Source: an optimization exercise on an open RTL-to-GDS flow (aim: small area, a short achievable clock period and few clock cycles). Production flows keep margins and buffers that such runs may drop.
RTL that was checked went through simulation tests only; none was proved equivalent to the original.

==> inputs of amber <==
## mmult
module mmult#(parameter MATRIX_SIZE = 3,
              parameter INPUT_UNIT_LEN = 8,
              parameter OUTPUT_UNIT_LEN = INPUT_UNIT_LEN*2+1)
             (input clk,
              input reset_n,
              input enable,
              input [0:9*INPUT_UNIT_LEN-1] A_mat,
              input [0:9*INPUT_UNIT_LEN-1] B_mat,
              output valid,
              output wire [0:9*OUTPUT_UNIT_LEN-1] C_mat);
clock: 8.0 ns
lec_check: 0
cap_margin: 30
core_margin: 2
core_utilization: 40
slew_margin: 45
synth_hierarchical: 1
run.sh (not shown) runs the stock make flow with config.mk's settings and CLKGATE_MAP_FILE= SYNTH_SCRIPT=/design/flow/synth_recipe.tcl, a recipe that flattens the netlist after the stock synthesis.
==> maple: changes against amber <==
Settings changed: SETUP_SLACK_MARGIN set to 3.0.
==> garnet: changes against amber <==
Settings changed: SETUP_SLACK_MARGIN set to 3.5.
==> notes <==
The lowest global-route usage belongs to amber, the highest to garnet. First-iteration DRC count, highest first: amber, maple, garnet. In clock-buffer cell count, amber and garnet do not differ. Critical path depth is the same in garnet and maple.
No run of this note included a check of the RTL's function; only the layout flow was run.

========
==> v25 <==
Another version of the RTL of mmult (not shown whole).
export LEC_CHECK = 0
export CAP_MARGIN = 30
export CORE_MARGIN = 2
export CORE_UTILIZATION = 45
export SETUP_SLACK_MARGIN = 3.5
export SLEW_MARGIN = 45
export SYNTH_HIERARCHICAL = 1
export TNS_END_PERCENT = 1
create_clock -name core_clock -period 8.0 [get_ports {clk}]
standard.sh (not shown) runs the stock make flow with config.mk's settings and CLKGATE_MAP_FILE= SYNTH_SCRIPT=/design/flow/synth_recipe.tcl, a recipe that flattens the netlist after the stock synthesis.
==> flow/flow/run.sh <==
#!/bin/bash
# The standard layout (the standard.sh, synthesis unchanged), except for
# the port buffers: every input and output port still gets exactly one
# buffer, but a buf_4 instead of the weak buffer buffer_ports picks on its
# own, and after global placement each port buffer is moved from beside its
# pin to the logic it serves (move_port_buffers.tcl); detailed placement
# then legalizes it.  make's output goes to standard.log; each step's log
# stays in orfs/logs.
set -euo pipefail
export BUFFER_PORTS_ARGS="-buffer_cell sky130_fd_sc_hd__buf_4"
export POST_GLOBAL_PLACE_TCL="$PWD/flow/move_port_buffers.tcl"
bash standard.sh finish > standard.log 2>&1
==> flow/flow/move_port_buffers.tcl <==
# Move each port buffer from beside its pin to the logic it serves: an
# input port's buffer to the middle of the cells it drives, an output
# port's buffer next to the cell that drives it.  The port itself drives,
# or is driven by, the longer wire to the pin instead of a small logic
# cell.  Detailed placement legalizes the moved buffers afterwards.
set block [ord::get_db_block]
set moved 0
foreach bterm [$block getBTerms] {
  set net [$bterm getNet]
  if { $net == "NULL" } { continue }
  if { [$net getSigType] != "SIGNAL" } { continue }
  set iterms [$net getITerms]
  if { [llength $iterms] != 1 } { continue }
  set buf [[lindex $iterms 0] getInst]
  set master [[$buf getMaster] getName]
  if { ![string match "sky130_fd_sc_hd__buf_*" $master] } { continue }
  # the buffer's other net
  set other "NULL"
  foreach it [$buf getITerms] {
    set n [$it getNet]
    if { $n == "NULL" || $n == $net } { continue }
    if { [$n getSigType] != "SIGNAL" } { continue }
    set other $n
  }
  if { $other == "NULL" } { continue }
  set xs 0; set ys 0; set cnt 0
  foreach it [$other getITerms] {
    set i [$it getInst]
    if { $i == $buf } { continue }
    set loc [$i getLocation]
    incr xs [lindex $loc 0]; incr ys [lindex $loc 1]; incr cnt
  }
  if { $cnt == 0 } { continue }
  $buf setLocation [expr {$xs / $cnt}] [expr {$ys / $cnt}]
  $buf setPlacementStatus PLACED
  incr moved
}
puts "move_port_buffers: moved $moved port buffers"
==> v33: changes against v25 <==
- CORE_UTILIZATION: 45 -> 50
- SETUP_SLACK_MARGIN: 3.5 -> 3.3
- TNS_END_PERCENT: 1 -> 5
==> notes.md <==
v33 finished with timing, DRC and antenna clean. v25 finished clean. Of v33 and v25, v25 has the higher setup slack (gap 0.069 ns). Against v33, the wire length of v25 is larger by 4.0%. Synthesized cell count is the same in v25 and v33. Of v25 and v33, v33 has the higher global-route usage (gap 3.0 points). Count of clock-buffer cells in the layout is the same in v33 and v25. Via count: v25 is higher than v33 (1.5%). Against v33, the core utilization of v25 is lower by 5.0 points.
==> figures <==
|  | v25 | v33 |
|---|---|---|
| Status | timing/DRC/antenna clean | timing/DRC/antenna clean |
| Storage cell area | 5610 um2 | 5610 um2 |
| Wire length reported by the detailed router | 180000 um | 173000 um |
| Wire length per cell after detailed routing | 29.5 um | 29.1 um |
| DRT met1 WL | 60000 um | 58900 um |
| Final design utilization | 50.0% | 55.0% |
| Period utilization | 57.1% | 58.0% |
| Clock network contribution to total cell area | 2.44% | 2.67% |
| Multi-input gate area in the final layout | 42000 um2 | 41200 um2 |
| Met3 usage in global routing | 14.1% | 14.3% |
| Width of the die | 331 um | 315 um |
| WP data arrival | 5.06 ns | 3.04 ns |
| Inserted tap cell count | 1403 | 1265 |
| Total track usage | 33.4% | 36.4% |
| Destination of the critical timing path | e10_q[18] | C_mat[34] |
| Worst hold slack | 1.19 ns | 1.15 ns |
| Setup Fix Bufs, Post-CTS | 2 | 0 |
| Most repeated library cell on the critical path | fa_1 | a21oi_1 |
| Met2 Resource Use GR | 50.5% | 54.7% |
Testbench counts of v25, summed over its fixed seeds: cycles 320.
Testbench counts of v33, summed over its fixed seeds: cycles 320.

========
==> inputs of run a <==
mmult, a different RTL version from the one above (not shown whole).
## mmult
module mmult#(parameter MATRIX_SIZE = 3,
              parameter INPUT_UNIT_LEN = 8,
              parameter OUTPUT_UNIT_LEN = INPUT_UNIT_LEN*2+1)
             (input clk,
              input reset_n,
              input enable,
              input [0:9*INPUT_UNIT_LEN-1] A_mat,
              input [0:9*INPUT_UNIT_LEN-1] B_mat,
              output valid,
              output wire [0:9*OUTPUT_UNIT_LEN-1] C_mat);
clock: 8.0 ns
lec_check: 0
cap_margin: 30
core_margin: 2
core_utilization: 40
setup_slack_margin: 3.3
slew_margin: 45
synth_hierarchical: 1
tns_end_percent: 5
==> flow/flow/run.sh <==
#!/bin/bash
# The standard layout (the standard.sh, synthesis unchanged), except for
# the port buffers: every input and output port still gets exactly one
# buffer, but a buf_4 instead of the weak buffer buffer_ports picks on its
# own, and after global placement the input-port buffers, which each drive
# the 24 partial products of one operand bit, are made buf_8
# (upsize_inputs.tcl).  make's output goes to standard.log; each step's log
# stays in orfs/logs.
set -euo pipefail
export BUFFER_PORTS_ARGS="-buffer_cell sky130_fd_sc_hd__buf_4"
export POST_GLOBAL_PLACE_TCL="$PWD/flow/upsize_inputs.tcl"
bash standard.sh finish > standard.log 2>&1
==> flow/flow/upsize_inputs.tcl <==
# Make the buffers that buffer_ports put on the A_mat and B_mat inputs buf_8.
set n 0
foreach inst [get_cells *] {
  if { [get_property $inst ref_name] != "sky130_fd_sc_hd__buf_4" } { continue }
  set pin [get_pins -of_objects $inst -filter "direction == input"]
  set net [get_property [get_nets -of_objects $pin] name]
  if { [string match "A_mat*" $net] || [string match "B_mat*" $net] } {
    replace_cell $inst sky130_fd_sc_hd__buf_8
    incr n
  }
}
puts "upsize_inputs: $n input buffers made buf_8"
==> run b (differences from run a) <==
==> flow/flow/run.sh (replaced) <==
#!/bin/bash
# The standard layout (the standard.sh, synthesis unchanged), except that
# the port buffers are a stronger buffer than the one buffer_ports picks on
# its own: every input and output port still gets exactly one buffer.
set -euo pipefail
export BUFFER_PORTS_ARGS="-buffer_cell sky130_fd_sc_hd__buf_4"
bash standard.sh finish > standard.log 2>&1
removed: flow/flow/upsize_inputs.tcl
==> notes <==
Of run b and run a, run b has the higher sequential share of layout area (gap 0.20 points).
Clock-buffer cell count: run b is higher than run a (2).
Final cell count is about the same in run b and run a.
First-iteration DRC count: run b is larger than run a (about 2.7%).
Global-route usage is about the same in run b and run a.
In sequential cell count, run b and run a do not differ.
Against run a, the non-clock buffer count of run b is higher by 1.
Of run b and run a, run a has the higher hold slack (gap 0.013 ns).
Of run a and run b, run a has the higher design area (gap 1.9%, measured against run b).
==> figures <==
Arrival time of the worst setup path: run b 3.13 ns; run a 3.14 ns
Total cell area at the placement stage: run b 0.0513 mm²; run a 0.0524 mm²
Worst-Margin Slew: run b 0.623 ns; run a 0.645 ns
Avg Vias per Cell: run b 5.70; run a 5.67
Post-synthesis to final-layout area growth: run b 9.72%; run a 11.8%
Number of gates resized after CTS: run b 12; run a 8
Number of antenna repair diodes: run b 1; run a 0
Max_slew headroom: run b 58.3%; run a 56.7%
CTS buffer count: run b 40; run a 39
Final Core Density: run b 44.2%; run a 45.1%
Critical Path Max Stage Delay: run b 0.63 ns; run a 0.59 ns
Timing-limited maximum frequency: run b 211 MHz; run a 211 MHz
Met1 wire length: run b 61000 µm; run a 61600 µm
Run status: run b timing/DRC/antenna clean; run a timing/DRC/antenna clean
Routed wirelength normalized by instance count: run b 26.3 µm; run a 26.3 µm
Count of filler cells inserted in the layout: run b 11300; run a 11100
Overall track demand over capacity in global routing: run b 27.8%; run a 27.8%
Antenna violations before repair: run b 2; run a 1
Post-Layout Inst Area: run b 0.0530 mm²; run a 0.0540 mm²
No functional check of the RTL was part of any run of this note.

========
==> wip/nickel <==
Another version of the RTL of mmult (not shown whole).
==> flow/config.mk <==
export PLATFORM = sky130hd
export DESIGN_NAME = mmult
export DESIGN_NICKNAME = mmult
export VERILOG_FILES = /design/flow/design.v
export SDC_FILE = /design/flow/constraint.sdc
export NUM_CORES = 4
export LEC_CHECK = 0
export CAP_MARGIN = 30
export CORE_MARGIN = 2
export CORE_UTILIZATION = 40
export SLEW_MARGIN = 45
export SYNTH_HIERARCHICAL = 1
==> flow/constraint.sdc <==
create_clock -name core_clock -period 8.0 [get_ports {clk}]
set_input_delay 1.6000 -clock core_clock [delete_from_list [all_inputs] [get_ports {clk}]]
set_output_delay 1.6000 -clock core_clock [all_outputs]
set_load 0.01 [all_outputs]
==> flow/flow/run.sh <==
#!/bin/bash
# The standard layout (the standard.sh, synthesis unchanged), except that
# the port buffers are a stronger buffer than the one buffer_ports picks on
# its own: every input and output port still gets exactly one buffer.
set -euo pipefail
export BUFFER_PORTS_ARGS="-buffer_cell sky130_fd_sc_hd__buf_4"
bash standard.sh finish > standard.log 2>&1
==> inputs of wip/zinc, as changes to wip/nickel <==
==> flow/run.sh (new file) <==
#!/bin/bash
# synth_recipe.tcl (not shown) runs the flow's synth.tcl, then flattens the netlist and writes it again
# the make line also repeats each setting of config.mk as NAME=value (left out here)
make -C /OpenROAD-flow-scripts/flow DESIGN_CONFIG=/design/flow/config.mk WORK_HOME=/design/flow/orfs CLKGATE_MAP_FILE= SYNTH_SCRIPT=/design/flow/synth_recipe.tcl finish
Settings changed: SETUP_SLACK_MARGIN set to 3.5, TNS_END_PERCENT set to 5.
removed: flow/flow/run.sh
removed: flow/standard.sh
==> inputs of wip/yarrow, as changes to wip/nickel <==
==> flow/run.sh (new file) <==
#!/bin/bash
# synth_recipe.tcl (not shown) runs the flow's synth.tcl, then flattens the netlist and writes it again
# the make line also repeats each setting of config.mk as NAME=value (left out here)
make -C /OpenROAD-flow-scripts/flow DESIGN_CONFIG=/design/flow/config.mk WORK_HOME=/design/flow/orfs CLKGATE_MAP_FILE= SYNTH_SCRIPT=/design/flow/synth_recipe.tcl finish
Settings changed: CORE_UTILIZATION 40 to 55, SETUP_SLACK_MARGIN set to 3.5, TNS_END_PERCENT set to 5.
removed: flow/flow/run.sh
removed: flow/standard.sh
==> reports/results.tsv <==
stage	metric	value	unit
sta	worst_pin_slew	0.661	ns
layout	signal_buffers	449	
global_route	grtUsageMet2	0.635	
worst_setup_path	max_stage_delay	0.63	ns
run_status	outcome	timing/DRC/antenna clean	
[end of results for wip/yarrow]
==> reports/results.tsv <==
stage	metric	value	unit
cts	cts_tree	yes	
sta	rsz0062_at_grt	yes	
layout	final-nonclk-buf-share	0.0866	
floorplan	rows	128	
layout	nets	6615	
layout	signal_buffers	438	
routing	met2WireLength	83100	um
yosys	ys_seq_area_frac	0.115	
global_route	grtUsageMet2	0.454	
worst_setup_path	max_stage_delay	0.61	ns
run_status	outcome	timing/DRC/antenna clean	
[end of results for wip/zinc]
==> reports/results.tsv <==
stage	metric	value	unit
worst_setup_path	crit_start	e21_q[19]	
global_route	grtUsageMet2	0.450	
place	dp_slack	2.81	ns
worst_setup_path	max_stage_delay	0.63	ns
run_status	outcome	timing/DRC/antenna clean	
sta	fin_ws	2.75	ns
sta	worst_pin_slew	0.702	ns
sta	fin_crit	5.25	ns
worst_setup_path	path_class	reg -> out	
[end of results for wip/nickel]
Testbench counts of wip/nickel, summed over its fixed seeds: cycles 320.
Testbench counts of wip/zinc, summed over its fixed seeds: cycles 320.
Testbench counts of wip/yarrow, summed over its fixed seeds: cycles 320.

========
==> ember: inputs <==
==> flow/design.v <==
`timescale 1ns / 1ps
module mmult#(parameter MATRIX_SIZE = 3,
              parameter INPUT_UNIT_LEN = 8,
              parameter OUTPUT_UNIT_LEN = INPUT_UNIT_LEN*2+1)
             (input clk,                                       
              input reset_n,                                   
              input enable,                                    
              input [0:9*INPUT_UNIT_LEN-1] A_mat,              
              input [0:9*INPUT_UNIT_LEN-1] B_mat,              
              output valid,                                    
              output wire [0:9*OUTPUT_UNIT_LEN-1] C_mat);      
    reg valid_store;
    reg [0:9*INPUT_UNIT_LEN-1] A_store,B_store;
    reg [0:9*OUTPUT_UNIT_LEN-1] C_store;
    reg[1:0] idx;
    reg[1:0] current_state,next_state;
    localparam S_IDLE = 0, S_ADD = 1, S_OUT = 2;
    integer i;
    always @(posedge clk) begin
        if (!reset_n)current_state                <= S_IDLE;
        else if (reset_n && enable) current_state <= next_state;
        else current_state                        <= S_IDLE;
    end
    wire add_done;
    assign add_done = (idx == 0);
    always @(*) begin
        case(current_state)
            S_IDLE: next_state = (enable)? S_ADD : S_IDLE;
            S_ADD: next_state  = (add_done)? S_OUT:S_ADD;
            S_OUT: next_state  = S_IDLE;
            default:next_state = S_IDLE;
        endcase
    end
    always @(posedge clk) begin
        if (!reset_n)idx <= 0;
        else if (enable && current_state == S_IDLE) idx <= MATRIX_SIZE-1;
        else if (enable && current_state == S_ADD) idx <= idx-1;
        else idx <= idx;
    end
    always @(posedge clk) begin
        if (!reset_n)A_store <= 0;
        else if (enable && current_state == S_IDLE) A_store<= A_mat;
        else A_store <= A_store;
    end
    always @(posedge clk) begin
        if (!reset_n)B_store <= 0;
        else if (enable && current_state == S_IDLE) B_store <= B_mat;
        else B_store <= B_store;
    end
    integer  k;
    always @(posedge clk) begin
        if (!reset_n)C_store <= 0;
        else if (enable && current_state == S_ADD) begin
        for (k = 0; k<3; k = k+1) begin
            if ((2-k) == idx)begin
                for(i = 0;i<MATRIX_SIZE;i = i+1)begin
                    C_store[OUTPUT_UNIT_LEN*(3*k+i)+:OUTPUT_UNIT_LEN] <= add_sum(
                    A_store[(3*k+0)*INPUT_UNIT_LEN+:INPUT_UNIT_LEN],
                    A_store[(3*k+1)*INPUT_UNIT_LEN+:INPUT_UNIT_LEN],
                    A_store[(3*k+2)*INPUT_UNIT_LEN+:INPUT_UNIT_LEN],
                    B_store[INPUT_UNIT_LEN*(0+i)+:INPUT_UNIT_LEN],
                    B_store[INPUT_UNIT_LEN*(3+i)+:INPUT_UNIT_LEN],
                    B_store[INPUT_UNIT_LEN*(6+i)+:INPUT_UNIT_LEN]
                    );
                end
            end
        end
    end
    else C_store <= C_store;
    end
    function [OUTPUT_UNIT_LEN-1:0] add_sum;
        input [INPUT_UNIT_LEN-1:0] a1 ,a2 ,a3, b1, b2, b3;
        reg [OUTPUT_UNIT_LEN-2:0] temp1, temp2, temp3;
        begin
            temp1   = a1*b1;
            temp2   = a2*b2;
            temp3   = a3*b3;
            add_sum = temp1+temp2+temp3;
        end
    endfunction
    always @(posedge clk) begin
        if (!reset_n)valid_store <= 0;
        else if (enable && current_state == S_OUT) valid_store <= 1;
        else valid_store <= 0;
    end
    assign C_mat = C_store;
    assign valid = valid_store;
endmodule
==> flow/run.sh <==
#!/bin/bash
# synth_recipe.tcl (not shown) runs the flow's synth.tcl, then flattens the netlist and writes it again
# the make line also repeats each setting of config.mk as NAME=value (left out here)
make -C /OpenROAD-flow-scripts/flow DESIGN_CONFIG=/design/flow/config.mk WORK_HOME=/design/flow/orfs CLKGATE_MAP_FILE= SYNTH_SCRIPT=/design/flow/synth_recipe.tcl finish
==> flow/config.mk <==
export PLATFORM = sky130hd
export DESIGN_NAME = mmult
export DESIGN_NICKNAME = mmult
export VERILOG_FILES = /design/flow/design.v
export SDC_FILE = /design/flow/constraint.sdc
export NUM_CORES = 4
export LEC_CHECK = 0
export CAP_MARGIN = 30
export CORE_MARGIN = 2
export CORE_UTILIZATION = 40
export SLEW_MARGIN = 45
==> flow/constraint.sdc <==
create_clock -name core_clock -period 8.0 [get_ports {clk}]
set_input_delay 1.6000 -clock core_clock [delete_from_list [all_inputs] [get_ports {clk}]]
set_output_delay 1.6000 -clock core_clock [all_outputs]
set_load 0.01 [all_outputs]
==> inputs of raven, as changes to ember <==
==> flow/design.v (replaced) <==
`timescale 1ns / 1ps
module mmult#(parameter MATRIX_SIZE = 3,
              parameter INPUT_UNIT_LEN = 8,
              parameter OUTPUT_UNIT_LEN = INPUT_UNIT_LEN*2+1)
             (input clk,
              input reset_n,
              input enable,
              input [0:9*INPUT_UNIT_LEN-1] A_mat,
              input [0:9*INPUT_UNIT_LEN-1] B_mat,
              output valid,
              output wire [0:9*OUTPUT_UNIT_LEN-1] C_mat);
    reg valid_store;
    reg [0:9*OUTPUT_UNIT_LEN-1] C_store;
    integer r, c;
    always @(posedge clk) begin
        for (r = 0; r < 3; r = r + 1)
            for (c = 0; c < 3; c = c + 1)
                C_store[OUTPUT_UNIT_LEN*(3*r+c)+:OUTPUT_UNIT_LEN] <=
                    A_mat[(3*r+0)*8+:8] * B_mat[(0+c)*8+:8] +
                    A_mat[(3*r+1)*8+:8] * B_mat[(3+c)*8+:8] +
                    A_mat[(3*r+2)*8+:8] * B_mat[(6+c)*8+:8];
    end
    always @(posedge clk) begin
        if (!reset_n) valid_store <= 1'b0;
        else          valid_store <= enable;
    end
    assign C_mat = C_store;
    assign valid = valid_store;
endmodule
==> notes <==
- Non-clock buffer count: raven is higher than ember (113).
- In ember the synthesized cell count is higher than in raven, by 14%.
- Between ember and raven, the lower critical path depth is in ember (gap 2).
- Of ember and raven, ember has the higher maximum frequency (gap about 10%, measured against raven).
- Via count: raven is lower than ember (12%).
- Against ember, the count of clock-buffer cells in the layout of raven is lower by 34.
No functional check of the RTL was part of any run of this note.

## what the ideal ports hide
Ports are ideal in the flow. The routed layouts listed here were re-timed in OpenROAD. Step 1: set_driving_cell puts a clkbuf_16 on clk and a buf_2 on each other input, an assumption about the parent block. Step 2, shift: input delay + t, output delay - t, t = (earliest + latest rising clock arrival at the registers) / 2. This alone moves slack from input paths to output paths. Slacks: ideal ports / drivers / drivers and shift; pairs: ideal ports / drivers.
run	t (ns)	setup WS [ns]	pins driven straight from the clock port
amber	0.704	1.833 / 1.758 / 2.374	1
maple	0.704	2.692 / 2.617 / 2.360	1
garnet	0.704	2.692 / 2.617 / 2.852	1
v25	0.680	3.431 / 3.282 / 2.602	1
v33	0.703	3.363 / 3.287 / 2.609	1
run a	0.683	3.262 / 3.189 / 2.896	1
run b	0.682	3.269 / 3.194 / 2.710	1
wip/nickel	0.667	2.749 / 2.676 / 2.730	1
wip/zinc	0.688	3.193 / 3.112 / 2.581	1
wip/yarrow	0.650	3.156 / 3.086 / 2.681	1
ember	0.715	1.123 / 1.123 / 1.123	1
raven	0.647	0.420 / 0.465 / -0.182	1
Met with ideal ports but missed after step 2: setup timing in raven. For v25, which loses most, drivers alone change the setup slack by -0.149 ns; drivers and shift together by -0.829 ns.
